What follows belongs to an exercise in optimizing a design on an open flow for small area and a short achievable clock period; a production flow would make more cautious choices.
Where RTL was checked, it was by simulation tests only, not by an equivalence proof against the original.

## run 1
## KalmanFilter
module KalmanFilter(
    input clk,
    input reset,
    input valid_in,
    input [7:0] z_k,
    output reg [7:0] x_k
);
    reg [1:0] state;   
    reg [1:0] pidx;    
    wire [7:0] c, x_next;
    kf_x u_x(.p(pidx), .x(x_k), .c(c));
    kf_z u_z(.p(pidx), .c(c), .z(z_k), .y(x_next));
    always @(posedge clk) begin
        if (reset) begin
            x_k   <= 8'd70;
            pidx  <= 2'd0;
            state <= 2'd0;
        end else begin
            state <= {state[0], ~state[1] & (state[0] | valid_in)};
            if (state == 2'b10) begin
                x_k <= x_next;
                if (pidx != 2'd3)
                    pidx <= pidx + 2'd1;
            end
        end
    end
endmodule
Settings: LEC_CHECK=0, CAP_MARGIN=20, CORE_MARGIN=2, CORE_UTILIZATION=40, CTS_BUF_LIST=sky130_fd_sc_hd__clkbuf_2, PLACE_DENSITY=0.85, SLEW_MARGIN=20; clock period 40.0 ns.
standard.sh (not shown) runs the stock make flow with config.mk's settings and CLKGATE_MAP_FILE= SYNTH_SCRIPT=/design/flow/synth_recipe.tcl, a recipe that flattens the netlist after the stock synthesis.
==> flow/flow/run.sh <==
#!/bin/bash
# Layout flow: the standard flow (standard.sh) with these changes:
#  - synthesis keeps module kf_x (the logic that only depends on registers)
#    separate until technology mapping, maps it for area (flow/area.abc) and
#    the rest of the design for delay with area recovery and gate sizing
#    (flow/delay.abc),
#    instead of ORFS's single ABC script; the design is flattened afterwards
#    exactly as in the standard synthesis;
#  - full/half-adder extraction is skipped (ADDER_MAP_FILE left empty);
#  - ports are buffered with buf_2 cells.
# Registers, their names and cell types are those of the standard synthesis.
set -euo pipefail
here=$(pwd)
cat > my_synth.tcl <<EOT
proc abc {args} {
  set i [lsearch -exact \$args -script]
  set ax \$args; lset ax [expr {\$i + 1}] $here/flow/area.abc
  set at \$args; lset at [expr {\$i + 1}] $here/flow/delay.abc
  yosys abc {*}\$ax kf_x
  yosys abc {*}\$at KalmanFilter
}
source $here/synth_recipe.tcl
EOT
sed -e "s#SYNTH_SCRIPT=[^ ]*#SYNTH_SCRIPT=$here/my_synth.tcl ADDER_MAP_FILE=#" standard.sh > my_standard.sh
grep -q "my_synth.tcl ADDER_MAP_FILE=" my_standard.sh
export SYNTH_KEEP_MODULES=kf_x
export PRE_DETAIL_PLACE_TCL=$here/flow/pre_dp.tcl
export BUFFER_PORTS_ARGS="-buffer_cell sky130_fd_sc_hd__buf_2"
bash my_standard.sh > flow.log 2>&1
==> flow/flow/area.abc <==
strash
dch -f
amap
topo
stime -p
==> flow/flow/delay.abc <==
strash
dch -f
map -D 2500
topo
upsize -D 2300
dnsize -D 2300
topo
stime -p
==> flow/flow/pre_dp.tcl <==
# Output ports only drive the 0.01 pF port load: use buf_1 as their buffers.
foreach inst [[ord::get_db_block] getInsts] {
  set n [$inst getName]
  if {[string match "output*" $n] && [[$inst getMaster] getName] == "sky130_fd_sc_hd__buf_2"} {
    replace_cell $n sky130_fd_sc_hd__buf_1
  }
}
Input changes introduced in run 2 (baseline for comparison: run 1):
-- flow/flow/run.sh --
<<< run 1, line 6
#    (flow/delay.abc),
#    instead of ORFS's single ABC script; the design is flattened afterwards
>>> run 2, line 6
#    (flow/delay.abc), instead of ORFS's single ABC script; the design is flattened afterwards
<<< run 1, line 10
#  - ports are buffered with buf_2 cells.
>>> run 2, line 9
#  - input ports are buffered with buf_2 cells and output ports, which only
#    drive the 0.01 pF port load, with buf_1 cells (flow/pre_dp.tcl swaps
#    them before detailed placement).
<<< run 1, line 29
bash my_standard.sh > flow.log 2>&1
>>> run 2, line 30
bash my_standard.sh > flow.log 2>&1   # each ORFS step also logs to orfs/logs/
-- flow/config.mk --
<<< run 1, line 12
export PLACE_DENSITY = 0.85
>>> run 2, line 12
export PLACE_DENSITY = 0.75
Findings:
Lower critical path depth goes to run 2 over run 1. Cell area of run 1 is on par with run 2. Fmax | run 2 vs run 1 | run 2 faster. Diff run 1 -> run 2: sequential share of layout area closely matched the old numbers, post-layout minimum cycle time decreased by 75 ps relative to the old numbers, maximum net fanout on the critical path increased by 2 relative to the old numbers. Looking at run 2 and run 1, the insertion delay to the later sink of the worst-skew pair is a wash. Post-DP HPWL in run 2 is 120 µm below run 1.
Edits applied to the flow inputs when going from run 2 to run 3:
-- flow/flow/run.sh --
<<< run 2, line 5
#    the rest of the design for delay with area recovery and gate sizing
#    (flow/delay.abc), instead of ORFS's single ABC script; the design is flattened afterwards
>>> run 3, line 5
#    the rest of the design for delay with area recovery (flow/delay.abc),
#    instead of ORFS's single ABC script; the design is flattened afterwards
<<< run 2, line 9
#  - input ports are buffered with buf_2 cells and output ports, which only
#    drive the 0.01 pF port load, with buf_1 cells (flow/pre_dp.tcl swaps
#    them before detailed placement).
>>> run 3, line 9
#  - ports are buffered with buf_2 cells.
<<< run 2, line 30
bash my_standard.sh > flow.log 2>&1   # each ORFS step also logs to orfs/logs/
>>> run 3, line 28
bash my_standard.sh > flow.log 2>&1
-- flow/flow/delay.abc --
<<< run 2, line 5
>>> run 3, line 5
buffer -p
-- flow/config.mk --
<<< run 2, line 11
export CTS_BUF_LIST = sky130_fd_sc_hd__clkbuf_2
export PLACE_DENSITY = 0.75
>>> run 3, line 11
export CTS_BUF_LIST = sky130_fd_sc_hd__clkbuf_4
## What came out
- [compare] base=run 2 new=run 3: clock sink total closely matched the old numbers; routed wire length rose by 200 µm; final critical delay including setup and external delays shows an increase of 31 ps.
- Diff run 2 -> run 3: finished layout cell area +about 1.4%.
- Run 3 has completed all stages; timing, DRC and antenna checks passed.
Inputs modified between run 3 and run 4:
==> flow/flow/delay.abc <==
strash
dch -f
map -D 2300
topo
upsize -D 2100
dnsize -D 2100
topo
stime -p
==> comparison <==
- No stage failed in run 4, and the final checks on the layout all came back clean.
- Run 4 ended up with sky130_fd_sc_hd__nand2_1 as its most common library cell in the layout ignoring fill and taps; run 3 ended up with sky130_fd_sc_hd__nor2_1.
- Diff run 4..run 3 | antenna diode count | negligible
- Area of the die: run 4 vs run 3, no meaningful difference
- Run 4 and run 3 ended up with roughly the same final critical-path share of the clock period.
- Run 4 against run 3: post-layout instance count excluding filler cells now sits higher, global-route usage moved up, number of cells after detailed placement rose by 1.6%.
- Sequential cell count: run 3 vs run 4, no meaningful difference
- Route | run 4 vs run 3 | wire longer in run 4
Relative to run 4, the following input files were edited for run 5:
-- flow/flow/run.sh --
<<< run 4, line 5
#    the rest of the design for delay with area recovery (flow/delay.abc),
>>> run 5, line 5
#    the rest of the design for delay with area recovery and gate sizing
#    (flow/delay.abc),
==> flow/flow/delay.abc <==
strash
dch -f
map -D 2500
topo
upsize -D 2300
dnsize -D 2300
topo
stime -p
-- flow/config.mk --
<<< run 4, line 12
>>> run 5, line 12
export PLACE_DENSITY = 0.75
==> results.txt <==
- The number of standard cells after synthesis reported for run 5 is smaller than that of run 4 by about 2%.
- The number of nets in the synthesized netlist in run 5 sits 5 below the value recorded for run 4.
- Delta (run 5 minus run 4): maximum frequency from static timing analysis was more or less identical.
- Violation count after the first detailed-routing iteration: run 5 > run 4
- The worst endpoint data arrival time of run 5 is higher than that of run 4.


Setup of north:
KalmanFilter again, from the RTL that the note above started with.
==> flow/config.mk <==
export PLATFORM = sky130hd
export DESIGN_NAME = KalmanFilter
export DESIGN_NICKNAME = KalmanFilter
export VERILOG_FILES = /design/flow/design.v
export SDC_FILE = /design/flow/constraint.sdc
export NUM_CORES = 4
export LEC_CHECK = 0
export CAP_MARGIN = 20
export CORE_MARGIN = 2
export CORE_UTILIZATION = 40
export CTS_BUF_LIST = sky130_fd_sc_hd__clkbuf_4
export SLEW_MARGIN = 20
==> flow/constraint.sdc <==
create_clock -name core_clock -period 40.0 [get_ports {clk}]
set_input_delay 8.0000 -clock core_clock [delete_from_list [all_inputs] [get_ports {clk}]]
set_output_delay 8.0000 -clock core_clock [all_outputs]
set_load 0.01 [all_outputs]
==> flow/flow/run.sh <==
#!/bin/bash
# Layout flow: the standard flow (standard.sh) with these changes:
#  - synthesis keeps module kf_x (the logic that only depends on registers)
#    separate until technology mapping, maps it for area (flow/area.abc) and
#    the rest of the design for delay with area recovery (flow/delay.abc),
#    instead of ORFS's single ABC script; the design is flattened afterwards
#    exactly as in the standard synthesis;
#  - full/half-adder extraction is skipped (ADDER_MAP_FILE left empty);
#  - ports are buffered with buf_2 cells.
# Registers, their names and cell types are those of the standard synthesis.
set -euo pipefail
here=$(pwd)
cat > my_synth.tcl <<EOT
proc abc {args} {
  set i [lsearch -exact \$args -script]
  set ax \$args; lset ax [expr {\$i + 1}] $here/flow/area.abc
  set at \$args; lset at [expr {\$i + 1}] $here/flow/delay.abc
  yosys abc {*}\$ax kf_x
  yosys abc {*}\$at KalmanFilter
}
source $here/synth_recipe.tcl
EOT
sed -e "s#SYNTH_SCRIPT=[^ ]*#SYNTH_SCRIPT=$here/my_synth.tcl ADDER_MAP_FILE=#" standard.sh > my_standard.sh
grep -q "my_synth.tcl ADDER_MAP_FILE=" my_standard.sh
export SYNTH_KEEP_MODULES=kf_x
export PRE_DETAIL_PLACE_TCL=$here/flow/pre_dp.tcl
export BUFFER_PORTS_ARGS="-buffer_cell sky130_fd_sc_hd__buf_2"
bash my_standard.sh > flow.log 2>&1
==> flow/flow/delay.abc <==
strash
dch -f
map -D 2500
topo
upsize -D 2400
dnsize -D 2400
topo
stime -p
Scripts as last shown in full above: flow/flow/area.abc, flow/flow/pre_dp.tcl
north: flow completed, timing, DRC and antenna clean
For south, these inputs were changed with respect to north:
# north
export LEC_CHECK = 0
export CAP_MARGIN = 20
export CORE_MARGIN = 2
export CORE_UTILIZATION = 40
export CTS_BUF_LIST = sky130_fd_sc_hd__clkbuf_4
export SLEW_MARGIN = 20
create_clock -name core_clock -period 40.0 [get_ports {clk}]
# south
export LEC_CHECK = 0
export CAP_MARGIN = 20
export CORE_MARGIN = 2
export CORE_UTILIZATION = 30
export CTS_BUF_LIST = sky130_fd_sc_hd__clkbuf_4
export SLEW_MARGIN = 20
create_clock -name core_clock -period 40.0 [get_ports {clk}]
diff --git a/flow/flow/run.sh b/flow/flow/run.sh
--- a/flow/flow/run.sh
+++ b/flow/flow/run.sh
@@ -4,3 +4,4 @@
 #    separate until technology mapping, maps it for area (flow/area.abc) and
-#    the rest of the design for delay with area recovery (flow/delay.abc),
+#    the rest of the design for delay with area recovery and gate sizing
+#    (flow/delay.abc),
 #    instead of ORFS's single ABC script; the design is flattened afterwards
==> flow/flow/delay.abc <==
strash
dch -f
map -D 2500
topo
upsize -D 2300
dnsize -D 2300
topo
stime -p
### Flow results
The start point of the critical path comes out z_k[0] in one run and z_k[6] in the other, namely in north and south respectively. In the metrics for south and north, the one carrying the lower total global routing track utilization is south. Lower wire length goes to south over north. ~same fmax in south and north. Relative to north, the share of the core filled with cells of south is lower by 13 points. north vs south, slowest cell on the critical path: o31ai_2 vs a211oi_1. Status: count of buffers from port buffering parity (south, north).
> inputs changed (south -> east)
# south
export LEC_CHECK = 0
export CAP_MARGIN = 20
export CORE_MARGIN = 2
export CORE_UTILIZATION = 30
export CTS_BUF_LIST = sky130_fd_sc_hd__clkbuf_4
export SLEW_MARGIN = 20
create_clock -name core_clock -period 40.0 [get_ports {clk}]
# east
export LEC_CHECK = 0
export CAP_MARGIN = 20
export CORE_MARGIN = 2
export CORE_UTILIZATION = 40
export CTS_BUF_LIST = sky130_fd_sc_hd__clkbuf_4
export SLEW_MARGIN = 20
create_clock -name core_clock -period 40.0 [get_ports {clk}]
diff --git a/flow/flow/run.sh b/flow/flow/run.sh
--- a/flow/flow/run.sh
+++ b/flow/flow/run.sh
@@ -4,4 +4,3 @@
 #    separate until technology mapping, maps it for area (flow/area.abc) and
-#    the rest of the design for delay with area recovery and gate sizing
-#    (flow/delay.abc),
+#    the rest of the design for delay with area recovery (flow/delay.abc),
 #    instead of ORFS's single ABC script; the design is flattened afterwards
==> flow/flow/delay.abc <==
strash
dch -f
map -D 2500
topo
upsize -D 2000
dnsize -D 2000
topo
stime -p
- east vs south: global-route total usage across every layer up in east
- east: placement-stage worst setup slack higher than south
- Compared with south, in east area of all placed cells without fillers lost 1.6%, wire length of the first global-routing pass rose by 4.4%, non-clock buffer count stayed essentially flat.
- Looking at clock skew across east and south, the one that comes out higher is east.
- After synthesis and placement, the instance count of east is below that of south.
- Cell area after placement was higher in the run labelled south.
Changes in west relative to east:
# east
export LEC_CHECK = 0
export CAP_MARGIN = 20
export CORE_MARGIN = 2
export CORE_UTILIZATION = 40
export CTS_BUF_LIST = sky130_fd_sc_hd__clkbuf_4
export SLEW_MARGIN = 20
create_clock -name core_clock -period 40.0 [get_ports {clk}]
# west
export LEC_CHECK = 0
export CAP_MARGIN = 20
export CORE_MARGIN = 2
export CORE_UTILIZATION = 40
export CTS_BUF_LIST = sky130_fd_sc_hd__clkbuf_2
export PLACE_DENSITY = 0.75
export SLEW_MARGIN = 20
create_clock -name core_clock -period 40.0 [get_ports {clk}]
diff --git a/flow/flow/run.sh b/flow/flow/run.sh
--- a/flow/flow/run.sh
+++ b/flow/flow/run.sh
@@ -4,3 +4,4 @@
 #    separate until technology mapping, maps it for area (flow/area.abc) and
-#    the rest of the design for delay with area recovery (flow/delay.abc),
+#    the rest of the design for delay with area recovery and gate sizing
+#    (flow/delay.abc),
 #    instead of ORFS's single ABC script; the design is flattened afterwards
==> flow/flow/delay.abc <==
strash
dch -f
map -D 2500
topo
upsize -D 2300
dnsize -D 2300
topo
stime -p
Findings:
west has completed all stages; timing, DRC and antenna checks passed.
Cell area ends up lower on west.
In west, fill cell instance count of the final layout is higher than in east.
In the metrics for east and west, the one carrying the higher overall routed net length is east.
Setup changes, west to middle
# west
export LEC_CHECK = 0
export CAP_MARGIN = 20
export CORE_MARGIN = 2
export CORE_UTILIZATION = 40
export CTS_BUF_LIST = sky130_fd_sc_hd__clkbuf_2
export PLACE_DENSITY = 0.75
export SLEW_MARGIN = 20
create_clock -name core_clock -period 40.0 [get_ports {clk}]
# middle
export LEC_CHECK = 0
export CAP_MARGIN = 20
export CORE_MARGIN = 2
export CORE_UTILIZATION = 40
export CTS_BUF_LIST = sky130_fd_sc_hd__clkbuf_2
export SLEW_MARGIN = 20
create_clock -name core_clock -period 40.0 [get_ports {clk}]
--- outcome ---
- middle vs west — global-route usage rose 1.1 points.
- Diff west..middle | placed instance count | unchanged
- met2 demand-to-capacity share in global routing ends up lower on west.
- Going from west to middle, the post-route worst hold slack was found to have gone up by 0.012 ns.
- middle -> west: starting density of the core delta 0, exact match
- west leaves more setup margin than middle.
- Met3 track demand over resource (middle over west): increase, 0.52 points


## build 35
KalmanFilter, a different RTL version from the one above (not shown whole).
Size in the first run: roughly 300 cells after synthesis, ~12 flip-flops, roughly 19 I/O pins.
Settings: LEC_CHECK=0, ABC_AREA=1, CAP_MARGIN=20, CORE_MARGIN=2, CORE_UTILIZATION=40, CTS_BUF_LIST=sky130_fd_sc_hd__clkbuf_4, SLEW_MARGIN=20; clock period 40.0 ns.
==> flow/flow/run.sh <==
#!/bin/bash
# Standard layout, but with small plain buffers on the ports.
cat standard.sh > standard_sh_copy.log
export BUFFER_PORTS_ARGS="-buffer_cell sky130_fd_sc_hd__buf_2"
bash standard.sh > standard.log 2>&1
diff inputs: build 35 => build 41
Settings: removing CTS_BUF_LIST (formerly sky130_fd_sc_hd__clkbuf_4); changing CORE_UTILIZATION from 40 to 70.
Results
- Build 41 vs build 35: logic depth of the worst path, buffers included up
- Going from build 35 to build 41, overall die height shrank by more than 10%.
- Of the two candidates, build 35 has the worse design area and build 41 the better one.
- Comparing build 35 against build 41, there is no change at all in flip-flop and latch count.
- Diff build 35 -> build 41: maximum fanout along the worst path decreased by 1 relative to the old numbers.
- Between build 35 and build 41, the fmax is higher for build 35.
- Build 41 vs build 35, starting density of the core went up by 31 points.
- Setup slack ends up higher on build 35.
- When build 41 is set beside build 35, its global-route met2 utilization turns out to be 19 points larger.
- | aggregate routed wire length | higher: build 41 |
Changes in build 23 relative to build 41:
Settings: a change of CORE_UTILIZATION from 70 to 40.
### Flow results
- Build 23 reached the final stage; the timing, DRC and antenna checks on its layout passed.
- Final area was lower in build 41 than in build 23.
- Against build 41, build 23 comes in 142 lower on total vias in the final route.
- Build 41 → build 23: critical path depth has decreased, final cycle utilization of the critical path has remained practically unchanged, synthesis-to-layout area growth has increased.
#### Input delta (build 97 over build 23)
Settings: ABC_AREA: 1 -> unset.
==> comparison <==
- On number of ordinary inverters in the final layout: build 97 sits below build 23.
- Higher clock tree buffer count of the final layout goes to build 23 over build 97.
- Dominant combinational cell family by area after synthesis = simple AND/OR/NAND/NOR gates: build 23; dominant combinational cell family by area after synthesis = adder cells: build 97
- In the metrics for build 97 and build 23, the one carrying the higher share of the final layout cell area in multi-input gates is build 97.
- Row final wirelength: build 97 higher / build 23 lower
- In the flow results for build 97 and build 23, the global-route wire length before repair is larger on build 97.
- Relative to build 23, fraction of synthesized cell area in xor and xnor cells increased by 0.77 points in build 97.
- Post-placement worst setup slack, build 97 and build 23: smaller value in build 97
- Going from build 23 to build 97, measured slew at the worst slew-check pin grows by 0.33 ns.
Function was not checked in any run of this note: the RTL went through the layout flow alone.

## static timing again, ports no longer ideal
The results above use ideal ports. As a check the final layouts listed here were re-extracted and re-timed, cells and wires unchanged. Step 1 assumes that a clkbuf_16 drives the clock port and a buf_2 every other input. Step 2 adds t to the input delays and takes it off the output delays; t is the mean of the earliest and latest rising clock arrival at the registers after step 1. Input paths then give back, and output paths get back, about the clock's delay inside the block. a / b / c = no drivers / after step 1 / after step 2; a / b = the first two.
run	shift t [ns]	slack for setup (ns)	slew at the worst register clock pin (ns)	worst data-port slew with drivers (ns)	cell pins on the clock port's net
run 1	0.268	29.330 / 29.330 / 29.062	0.10 / 0.10	0.03	1
run 2	0.278	29.405 / 29.405 / 29.127	0.12 / 0.12	0.03	1
run 3	0.291	29.374 / 29.371 / 29.079	0.07 / 0.07	0.03	1
run 4	0.289	29.422 / 29.421 / 29.132	0.07 / 0.07	0.03	1
run 5	0.289	29.412 / 29.412 / 29.123	0.08 / 0.08	0.03	1
north	0.291	29.364 / 29.365 / 29.074	0.08 / 0.08	0.03	1
south	0.277	29.365 / 29.363 / 29.086	0.07 / 0.07	0.03	1
east	0.291	29.364 / 29.365 / 29.074	0.08 / 0.08	0.03	1
west	0.278	29.405 / 29.405 / 29.127	0.12 / 0.12	0.03	1
middle	0.278	29.350 / 29.352 / 29.074	0.12 / 0.12	0.03	1
build 35	0.291	29.296 / 29.290 / 28.998	0.08 / 0.08	0.03	1
build 41	0.292	29.261 / 29.260 / 28.968	0.08 / 0.08	0.03	1
build 23	0.261	29.268 / 29.264 / 29.004	0.06 / 0.06	0.03	1
build 97	0.267	28.489 / 28.494 / 28.227	0.05 / 0.05	0.03	1
After both steps setup and hold are still met in every run listed. The setup slack of build 35, which loses most, moves by -0.006 ns with the drivers and by -0.298 ns with both steps.
